This design comes from an exercise in tuning for small area and a short achievable clock period on the open sky130 flow, not from production work. At most, simulation tests tie the RTL to the original design; equivalence was not proved. No activity file was given, so power comes from the tool's default toggle rates.

Setup of north:
Design multiply_accumulate, start of the top module:
module multiply_accumulate(
  clk,
  aresetn,
  reset,
  data,
  multi,
  result,
  overflow
);
export LEC_CHECK = 0
export CAP_MARGIN = 20
export CORE_MARGIN = 2
export CORE_UTILIZATION = 65
export CTS_BUF_LIST = sky130_fd_sc_hd__clkbuf_8
export CTS_CLUSTER_DIAMETER = 60
export CTS_CLUSTER_SIZE = 15
export SETUP_SLACK_MARGIN = 2.0
export SLEW_MARGIN = 20
create_clock -name core_clock -period 4.5 [get_ports {clk}]
run.sh (not shown) runs the stock make flow with config.mk's settings and CLKGATE_MAP_FILE= SYNTH_SCRIPT=/design/flow/synth_recipe.tcl, a recipe that flattens the netlist after the stock synthesis.
The inputs of south differ from those of north as listed below.
Settings: putting TNS_END_PERCENT at 0 where nothing was set; swapping 2.0 for 2.2 in SETUP_SLACK_MARGIN.
Findings:
Wire length, south and north: smaller value in south
The final reports for south and north show worst hold slack lower in the former.
Going from north to south, the clock group share of total power was found to have gone up by 0.6 points.
Total leakage power, south vs north: down by a few percent
north -> south: data arrival time of the worst path flat
south vs. north: share of power burned in combinational logic down 4.0 points, timing-limited maximum frequency was more or less identical.
Total global routing track utilization delta (north -> south): insignificant
Function was not checked in any run of this note: the RTL went through the layout flow alone.

* * *

== run A ==
multiply_accumulate, a different RTL version from the one above (not shown whole).
Size in the first run: about 1800 cells after synthesis, roughly 68 I/O pins, about 0.022 mm^2 of cells after synthesis.
==> flow/config.mk <==
export PLATFORM = sky130hd
export DESIGN_NAME = multiply_accumulate
export DESIGN_NICKNAME = multiply_accumulate
export VERILOG_FILES = /design/flow/design.v
export SDC_FILE = /design/flow/constraint.sdc
export NUM_CORES = 4
export LEC_CHECK = 0
export CAP_MARGIN = 20
export CORE_MARGIN = 2
export CORE_UTILIZATION = 65
export CTS_BUF_LIST = sky130_fd_sc_hd__clkbuf_8
export CTS_CLUSTER_DIAMETER = 40
export CTS_CLUSTER_SIZE = 20
export SETUP_SLACK_MARGIN = 2.2
export SLEW_MARGIN = 20
export TNS_END_PERCENT = 0
==> flow/constraint.sdc <==
create_clock -name core_clock -period 4.5 [get_ports {clk}]
set_input_delay 0.9000 -clock core_clock [delete_from_list [all_inputs] [get_ports {clk}]]
set_output_delay 0.9000 -clock core_clock [all_outputs]
set_load 0.01 [all_outputs]
standard.sh (not shown) runs the stock make flow with config.mk's settings and CLKGATE_MAP_FILE= SYNTH_SCRIPT=/design/flow/synth_recipe.tcl, a recipe that flattens the netlist after the stock synthesis.
==> flow/flow/run.sh <==
#!/bin/bash
export BUFFER_PORTS_ARGS="-buffer_cell sky130_fd_sc_hd__buf_1"
bash standard.sh > standard.log 2>&1
For run B, these inputs were changed with respect to run A:
Settings: swapping 20 for 15 in CTS_CLUSTER_SIZE; clearing TNS_END_PERCENT, which used to be 0; swapping 40 for 60 in CTS_CLUSTER_DIAMETER; swapping 2.2 for 2.0 in SETUP_SLACK_MARGIN.
==> flow/run.sh (new file) <==
#!/bin/bash
# synth_recipe.tcl (not shown) runs the flow's synth.tcl, then flattens the netlist and writes it again
# the make line also repeats each setting of config.mk as NAME=value (left out here)
make -C /OpenROAD-flow-scripts/flow DESIGN_CONFIG=/design/flow/config.mk WORK_HOME=/design/flow/orfs CLKGATE_MAP_FILE= SYNTH_SCRIPT=/design/flow/synth_recipe.tcl finish
removed: flow/flow/run.sh
removed: flow/standard.sh
### Flow results
No stage failed in run B, and the final checks on the layout all came back clean.
Clock group share of total power ends up higher on run A.
Relative to run A, final worst setup slack has increased by 0.017 ns in run B.
Changes observed in run B relative to run A: post-layout total power grew by 4.6%, number of signal-net buffers in the layout climbed 77, deepest clock path buffer count shows no meaningful change, delay contributed by the slowest stage of the critical path held steady.
#### Input delta (run C over run B)
Settings: a change of SETUP_SLACK_MARGIN from 2.0 to 2.5; an added TNS_END_PERCENT of 0.
==> flow/flow/run.sh (new file) <==
#!/bin/bash
# The standard layout (standard.sh), with these changes to how it is made:
# - synthesis runs flow/synth.tcl: the standard flow's synthesis script, with ABC mapping
#   the logic for delay (flow/abc_delay.script);
# - Yosys does not map full/half adders to the library's fa/ha cells
#   (ADDER_MAP_FILE empty), so ABC maps that logic too;
# - port buffers are sky130_fd_sc_hd__buf_1, the smallest buffer.
export MY_FLOW_DIR=$PWD/flow
bash standard.sh "SYNTH_SCRIPT=$PWD/flow/synth.tcl" "ADDER_MAP_FILE=" \
  "BUFFER_PORTS_ARGS=-buffer_cell sky130_fd_sc_hd__buf_1" finish > standard.log 2>&1
==> flow/flow/abc_delay.script (new file) <==
&get -n
&st
&dch
&nf -D 1500
&put
buffer -c
topo
stime -c
upsize -c -D 1500
dnsize -c -D 1500
==> flow/flow/synth.tcl (new file) <==
# The standard flow's synthesis script (synth_recipe.tcl, which runs ORFS's synth.tcl) with
# one change: ABC maps the combinational logic with flow/abc_delay.script, a
# delay-driven script, instead of ORFS's abc_speed.script.  Registers are
# mapped before ABC runs and are not changed by it.
proc abc {args} {
  set i [lsearch -exact $args -script]
  if {$i >= 0} {
    set args [lreplace $args [expr {$i + 1}] [expr {$i + 1}] $::env(MY_FLOW_DIR)/abc_delay.script]
  }
  puts "flow/synth.tcl: abc $args"
  yosys abc {*}$args
}
source $::env(MY_FLOW_DIR)/../synth_recipe.tcl
==> flow/standard.sh (new file) <==
#!/bin/bash
# synth_recipe.tcl (not shown) runs the flow's synth.tcl, then flattens the netlist and writes it again
# the make line also repeats each setting of config.mk as NAME=value (left out here)
make -C /OpenROAD-flow-scripts/flow DESIGN_CONFIG=/design/flow/config.mk WORK_HOME=/design/flow/orfs CLKGATE_MAP_FILE= SYNTH_SCRIPT=/design/flow/synth_recipe.tcl "${@:-finish}"
removed: flow/run.sh
Where setup slack after layout is concerned, run B is outperformed by run C. Lower multi-input gate area in the final layout goes to run B over run C. The critical-path cell with the highest stage delay comes out sky130_fd_sc_hd__xor3_1 in one run and sky130_fd_sc_hd__dfrtp_1 in the other, namely in run C and run B respectively. Between run C and run B, it is run C whose detailed-route wire length is higher, by 9.8%. Delta (run C minus run B): met2 routing resource usage after global routing up 5.8 points; total standard cell area after synthesis up 2.4%.

## re-timing with driven ports
The results above use ideal ports. As a check the final layouts listed here were re-extracted and re-timed, cells and wires unchanged.
Step 1 sets driving cells, clkbuf_16 on the clock port and buf_2 on the other inputs (assumed; they add their load-dependent delay and slew).
Step 2 moves the port delays by t, midway between the first and last clock arrival at a register: inputs arrive t later, outputs are due t later. That takes back most of the time a late clock gives input paths.
Three values: ideal, step 1, step 2; two values: the first two.
| run | t (ns) | setup slack, ns | worst setup path after step 2 | clock arrival spread, ns | worst data-port slew with drivers (ns) |
|---|---|---|---|---|---|
| north | 0.659 | 1.572 / 1.572 / 1.572 | register to register | 0.033 / 0.033 | 0.05 |
| south | 0.651 | 1.566 / 1.566 / 1.566 | register to register | 0.035 / 0.035 | 0.03 |
| run A | 0.704 | 1.835 / 1.835 / 1.835 | register to register | 0.026 / 0.026 | 0.03 |
| run B | 0.676 | 1.852 / 1.852 / 1.634 | input to register | 0.034 / 0.034 | 0.03 |
| run C | 0.702 | 1.931 / 1.931 / 1.931 | register to register | 0.027 / 0.027 | 0.03 |
After both steps setup and hold are still met in every run listed. For run B, which loses most, drivers alone change the setup slack by 0.000 ns; drivers and shift together by -0.218 ns.
